What follows belongs to an exercise in optimizing a design on an open flow for small area; a production flow would make more cautious choices. In this exercise RTL edits were held to simulation tests only and were not proved equivalent to the original. Power is estimated from default activity; no workload was simulated.

## Finale
module Finale
	(	CLOCK_50,
		resetn,
		SW_colour,
		ps2_key_data,
		ps2_key_pressed,
		vga_x,
		vga_y,
		vga_colour,
		vga_plot,
		HEX0, HEX1, HEX2, HEX3, HEX4, HEX5
	);
For scale: about 1,600 cells after synthesis, ~160 flip-flops, roughly 75 I/O pins, about 10,000 um2 of cells after synthesis.
Settings: LEC_CHECK=0, ABC_AREA=1, CAP_MARGIN=20, CORE_MARGIN=2, CORE_UTILIZATION=40, CTS_BUF_LIST=sky130_fd_sc_hd__clkbuf_8, CTS_CLUSTER_DIAMETER=60, CTS_CLUSTER_SIZE=16, SLEW_MARGIN=20; clock period 12.0 ns.
run.sh (not shown) runs the stock make flow with config.mk's settings and CLKGATE_MAP_FILE= SYNTH_SCRIPT=/design/flow/synth_recipe.tcl, a recipe that flattens the netlist after the stock synthesis.
The starting point produced a clean layout.
Next try:
==> flow/flow/run.sh (new file) <==
#!/bin/bash
# Layout flow: the standard synthesis, then an area-oriented re-mapping of the
# combinational logic (registers kept as they are, by name and cell), a check that the
# re-mapped netlist is equivalent to the standard one, then the standard layout.
set -euo pipefail
W=$(pwd)
R=$W/orfs/results/$FLOW_PLATFORM/Finale/base
LIB=$FLOW_HOME/platforms/$FLOW_PLATFORM/lib/sky130_fd_sc_hd__tt_025C_1v80.lib
YOSYS=$(command -v yosys || echo $FLOW_HOME/../tools/install/yosys/bin/yosys)

bash standard.sh synth > $W/flow_synth.log 2>&1

cp $R/1_2_yosys.v $W/std_netlist.v
sed -e "s#@LIB@#$LIB#g" -e "s#@IN@#$W/std_netlist.v#g" -e "s#@OUT@#$W/resyn_netlist.v#g" \
    -e "s#@SCRIPT@#$W/flow/resyn.abc#g" $W/flow/resyn.ys > $W/resyn.ys
sed -e "s#@LIB@#$LIB#g" -e "s#@GOLD@#$W/std_netlist.v#g" -e "s#@GATE@#$W/resyn_netlist.v#g" \
    $W/flow/equiv.ys > $W/equiv.ys
if $YOSYS -s $W/resyn.ys > $W/flow_resyn.log 2>&1 && $YOSYS -s $W/equiv.ys > $W/flow_equiv.log 2>&1; then
    cp $W/resyn_netlist.v $R/1_2_yosys.v
    echo "using the re-mapped netlist" > $W/flow_choice.log
else
    echo "re-mapping failed or not proven equivalent: using the standard netlist" > $W/flow_choice.log
fi
rm -f $R/1_synth.odb $R/1_synth.sdc
touch $R/1_2_yosys.v $R/1_2_yosys.sdc

BUFFER_PORTS_ARGS="-buffer_cell sky130_fd_sc_hd__buf_1" bash standard.sh finish > $W/flow_layout.log 2>&1
==> flow/flow/equiv.ys (new file) <==
read_liberty -ignore_miss_func @LIB@
setattr -mod -set blackbox 1 sky130_fd_sc_hd__df* sky130_fd_sc_hd__edf* sky130_fd_sc_hd__sdf* sky130_fd_sc_hd__sedf* sky130_fd_sc_hd__dl*
read_verilog @GOLD@
rename Finale gold
read_verilog @GATE@
rename Finale gate
flatten gold gate
rename -hide w:_*
opt_clean
equiv_make gold gate equiv
hierarchy -top equiv
equiv_simple
equiv_status -assert
==> flow/flow/resyn.abc (new file) <==
strash
&get -n
&st
&dch -f
&nf -R 1000
&put
mfs2 -W 6
strash
&get -n
&dch -f
&nf -R 1000
&put
mfs2 -W 6
strash
&get -n
&dch -f
&nf -R 1000
&put
==> flow/flow/resyn.ys (new file) <==
read_liberty -ignore_miss_func @LIB@
setattr -mod -set blackbox 1 sky130_fd_sc_hd__df* sky130_fd_sc_hd__edf* sky130_fd_sc_hd__sdf* sky130_fd_sc_hd__sedf* sky130_fd_sc_hd__dl*
read_verilog @IN@
hierarchy -top Finale
flatten
opt_clean -purge
abc -liberty @LIB@ -dont_use sky130_fd_sc_hd__probe_p_8 -dont_use sky130_fd_sc_hd__probec_p_8 -dont_use sky130_fd_sc_hd__lpflow_* -script @SCRIPT@
opt_clean -purge
hilomap -singleton -hicell sky130_fd_sc_hd__conb_1 HI -locell sky130_fd_sc_hd__conb_1 LO
insbuf -buf sky130_fd_sc_hd__buf_4 A X
splitnets
opt_clean -purge
select -assert-none t:$lut t:$_*
stat -liberty @LIB@
write_verilog -noattr -nohex -nodec @OUT@
==> flow/standard.sh (new file) <==
#!/bin/bash
# synth_recipe.tcl (not shown) runs the flow's synth.tcl, then flattens the netlist and writes it again
# the make line also repeats each setting of config.mk as NAME=value (left out here)
make -C /OpenROAD-flow-scripts/flow DESIGN_CONFIG=/design/flow/config.mk WORK_HOME=/design/flow/orfs CLKGATE_MAP_FILE= SYNTH_SCRIPT=/design/flow/synth_recipe.tcl "${@:-finish}"
removed: flow/run.sh
Result:
- The changed run passed the timing, DRC and antenna checks
- final area goes down by 17%
- synthesized cell count goes down by 28%
- core utilization goes down by 0.52 points
- fmax goes up by 7.9%
- global-route usage goes up by 0.90 points
- clock-buffer cell count stays the same

========
== build 2 ==
Another version of the RTL of Finale (not shown whole).
Size: ~1100 cells after synthesis, about 75 I/O pins, ~8400 um^2 of cells after synthesis.
// Finale
module Finale
	(	CLOCK_50,
		resetn,
		SW_colour,
		ps2_key_data,
		ps2_key_pressed,
		vga_x,
		vga_y,
		vga_colour,
		vga_plot,
		HEX0, HEX1, HEX2, HEX3, HEX4, HEX5
	);
	input			CLOCK_50;
	input			resetn;
	input	[2:0]	SW_colour;
	input	[7:0]	ps2_key_data;
	input			ps2_key_pressed;
	output	[7:0]	vga_x;
	output	[6:0]	vga_y;
	output	[2:0]	vga_colour;
	output			vga_plot;
	output [6:0]HEX0, HEX1, HEX2, HEX3, HEX4, HEX5;
	localparam [121:0] QINIT = 122'b11010010110001011000111101001010011101001000100011010010010101100010110110000001110011010110001001001110110001000101110011;
	localparam [4:0]
		S_START    = 5'd0,
		S_UNSTART  = 5'd1,
		S_PROGPOS  = 5'd2,
		S_PROGDRAW = 5'd3,
		S_CLEAR    = 5'd4,
		S_BOXPOS   = 5'd5,
		S_DRAW     = 5'd6,
		S_WAIT     = 5'd7,
		S_UNWAIT   = 5'd8,
		S_CHECK    = 5'd9,
		S_DONECHK  = 5'd10,
		S_GAMEOVER = 5'd11,
		S_TC1      = 5'd12,
		S_GREEN    = 5'd13,
		S_ANIM     = 5'd14,
		S_SEGPOS   = 5'd15,
		S_SEGDRAW  = 5'd16,
		S_STOP1    = 5'd17,
  ...
Settings: LEC_CHECK=0, ABC_AREA=1, CAP_MARGIN=20, CORE_MARGIN=2, CORE_UTILIZATION=40, CTS_BUF_LIST=sky130_fd_sc_hd__clkbuf_8, CTS_CLUSTER_DIAMETER=100, CTS_CLUSTER_SIZE=30, SLEW_MARGIN=20; clock period 12.0 ns.
standard.sh (not shown) runs the stock make flow with config.mk's settings and CLKGATE_MAP_FILE= SYNTH_SCRIPT=/design/flow/synth_recipe.tcl, a recipe that flattens the netlist after the stock synthesis.
==> flow/flow/run.sh <==
#!/bin/bash
# Layout flow: the standard synthesis, then an area-oriented re-mapping of the
# combinational logic (registers kept as they are, by name and cell), a check that the
# re-mapped netlist is equivalent to the standard one, then the standard layout.
set -euo pipefail
W=$(pwd)
R=$W/orfs/results/$FLOW_PLATFORM/Finale/base
LIB=$FLOW_HOME/platforms/$FLOW_PLATFORM/lib/sky130_fd_sc_hd__tt_025C_1v80.lib
YOSYS=$(command -v yosys || echo $FLOW_HOME/../tools/install/yosys/bin/yosys)

bash standard.sh synth > $W/flow_synth.log 2>&1

cp $R/1_2_yosys.v $W/std_netlist.v
sed -e "s#@LIB@#$LIB#g" -e "s#@IN@#$W/std_netlist.v#g" -e "s#@OUT@#$W/resyn_netlist.v#g" \
    -e "s#@SCRIPT@#$W/flow/resyn.abc#g" $W/flow/resyn.ys > $W/resyn.ys
sed -e "s#@LIB@#$LIB#g" -e "s#@GOLD@#$W/std_netlist.v#g" -e "s#@GATE@#$W/resyn_netlist.v#g" \
    $W/flow/equiv.ys > $W/equiv.ys
if $YOSYS -s $W/resyn.ys > $W/flow_resyn.log 2>&1 && $YOSYS -s $W/equiv.ys > $W/flow_equiv.log 2>&1; then
    cp $W/resyn_netlist.v $R/1_2_yosys.v
    echo "using the re-mapped netlist" > $W/flow_choice.log
else
    echo "re-mapping failed or not proven equivalent: using the standard netlist" > $W/flow_choice.log
fi
rm -f $R/1_synth.odb $R/1_synth.sdc
touch $R/1_2_yosys.v $R/1_2_yosys.sdc

# clock tree options (without dummy loads), read from flow/cts_args.txt
CTS_ARGS=$(cat $W/flow/cts_args.txt)
export CTS_ARGS
BUFFER_PORTS_ARGS="-buffer_cell sky130_fd_sc_hd__buf_1" bash standard.sh finish > $W/flow_layout.log 2>&1
==> flow/flow/cts_args.txt <==
-sink_clustering_enable -repair_clock_nets -sink_clustering_size 40 -sink_clustering_max_diameter 150 -sink_buffer_max_cap_derate 1.0 -buf_list sky130_fd_sc_hd__clkbuf_16 -dont_use_dummy_load
==> flow/flow/resyn.abc <==
strash
&get -n
&st
&dch -f
&nf -R 1000
&put
mfs2 -W 6
strash
&get -n
&dch -f
&nf -R 1000
&put
mfs2 -W 6
strash
&get -n
&dch -f
&nf -R 1000
&put
Other scripts of this flow, unchanged in this note and not shown: flow/flow/equiv.ys, flow/flow/resyn.ys
The final layout from build 2, which completed every stage, passed the timing, DRC and antenna checks at the end of the flow.
Modified inputs, build 75 compared to build 2
==> flow/flow/cts_args.txt <==
-sink_clustering_enable -repair_clock_nets -sink_clustering_size 16 -sink_clustering_max_diameter 60 -buf_list sky130_fd_sc_hd__clkbuf_8 -dont_use_dummy_load
==> flow/flow/resyn.abc <==
strash
&get -n
&deepsyn -T 120
&put
strash
&get -n
&dch -f
&nf -R 1000
&put
mfs2 -W 6
strash
&get -n
&dch -f
&nf -R 1000
&put
[summary]
On flop-to-flop setup slack: between build 2 and build 75, it ends up lower for build 2.
| design area | higher: build 2 |
Diff build 2 -> build 75: first-pass GRT wire length moved down, met1 track utilization from global routing went down 3.4 points, worst setup margin down 0.54 ns, gate count of the mapped netlist saw a decrease, fmax decreased about 7%.
What build 70 does differently from build 75 at the input level:
==> flow/flow/cts_args.txt <==
-sink_clustering_enable -sink_clustering_levels 1 -sink_clustering_size 30 -sink_clustering_max_diameter 200 -repair_clock_nets -buf_list sky130_fd_sc_hd__clkbuf_8 -dont_use_dummy_load
==> flow/flow/resyn.abc <==
strash
&get -n
&st
&dch -f
&nf -R 1000
&put
mfs2 -W 6
strash
&get -n
&dch -f
&nf -R 1000
&put
mfs2 -W 6
strash
&get -n
&dch -f
&nf -R 1000
&put
--- outcome ---
Every stage of the flow completed for build 70, and the final layout passed the timing, DRC and antenna checks.
Re sequential share of layout area: build 75 was higher than build 70.
Compared with build 75, build 70 shows detailed-router iteration count before antenna repair lower by 1.
Build 75 → build 70: last weighted congestion value of the routability-driven placer picked up an extra 6.1%, total power lost 0.48 mW.
> inputs changed (build 70 -> build 26)
- a change of CTS_CLUSTER_SIZE from 30 to 16
- a change of CORE_UTILIZATION from 40 to 65
- a change of CTS_CLUSTER_DIAMETER from 100 to 60
==> flow/flow/cts_args.txt <==
-sink_clustering_enable -repair_clock_nets -sink_clustering_size 16 -sink_clustering_max_diameter 60 -buf_list sky130_fd_sc_hd__clkbuf_8 -dont_use_dummy_load
[summary]
- Relative to build 70, the flip-flop and latch share of the layout cell area of build 26 is higher by 0.49 points.
- Total power density per cell area: build 26 > build 70
- Summary — setup skew after layout, build 26 relative to build 70: lower, by 0.010 ns.
- Compared with build 70, build 26 has less setup slack.
- Final cell count without fillers was lower in the run labelled build 26.
- Compared to build 70, build 26 has placement row count about 20% lower.
- Going from build 70 to build 26, clock network fraction of design power shrinks by 0.4 points.
- The lower clock period minus worst slack of build 70 and build 26 is in build 70.
- For routed wire length, dividing the value from build 70 by the value from build 26 gives 1.07.
- Maximum achievable frequency shrinks slightly when moving from build 70 to build 26.
- Build 26: done, clean on timing, DRC and antenna

what the ideal ports hide:
The results above use ideal ports. As a check the final layouts listed here were re-extracted and re-timed, cells and wires unchanged.
Step 1 (the two cells are an assumption about what drives the block):
set clk [get_ports {CLOCK_50}]
set_driving_cell -lib_cell sky130_fd_sc_hd__clkbuf_16 $clk
set_driving_cell -lib_cell sky130_fd_sc_hd__buf_2 [delete_from_list [all_inputs] $clk]
Step 2 adds t to the input delays and takes it off the output delays; t is the mean of the earliest and latest rising clock arrival at the registers after step 1. Input paths then give back, and output paths get back, about the clock's delay inside the block.
a / b / c = no drivers / after step 1 / after step 2; a / b = the first two.
run	t, ns	setup slack, ns	worst hold slack (ns)	slew at the worst register clock pin (ns)
the first run of note 1	0.521	3.519 / 3.498 / 3.498	0.456 / 0.456 / 0.456	0.11 / 0.11
the second run of note 1	0.498	4.141 / 4.119 / 4.119	0.442 / 0.442 / 0.442	0.10 / 0.10
build 2	0.467	4.483 / 4.434 / 4.900	0.439 / 0.439 / 0.439	0.08 / 0.08
build 75	0.493	3.944 / 3.901 / 4.395	0.444 / 0.444 / 0.444	0.10 / 0.10
build 70	0.489	4.452 / 4.409 / 4.898	0.440 / 0.440 / 0.440	0.11 / 0.11
build 26	0.495	4.377 / 4.337 / 4.832	0.466 / 0.466 / 0.466	0.11 / 0.11
After both steps setup and hold are still met in every run listed. For the second run of note 1, which loses most, drivers alone change the setup slack by -0.022 ns; drivers and shift together by -0.022 ns.
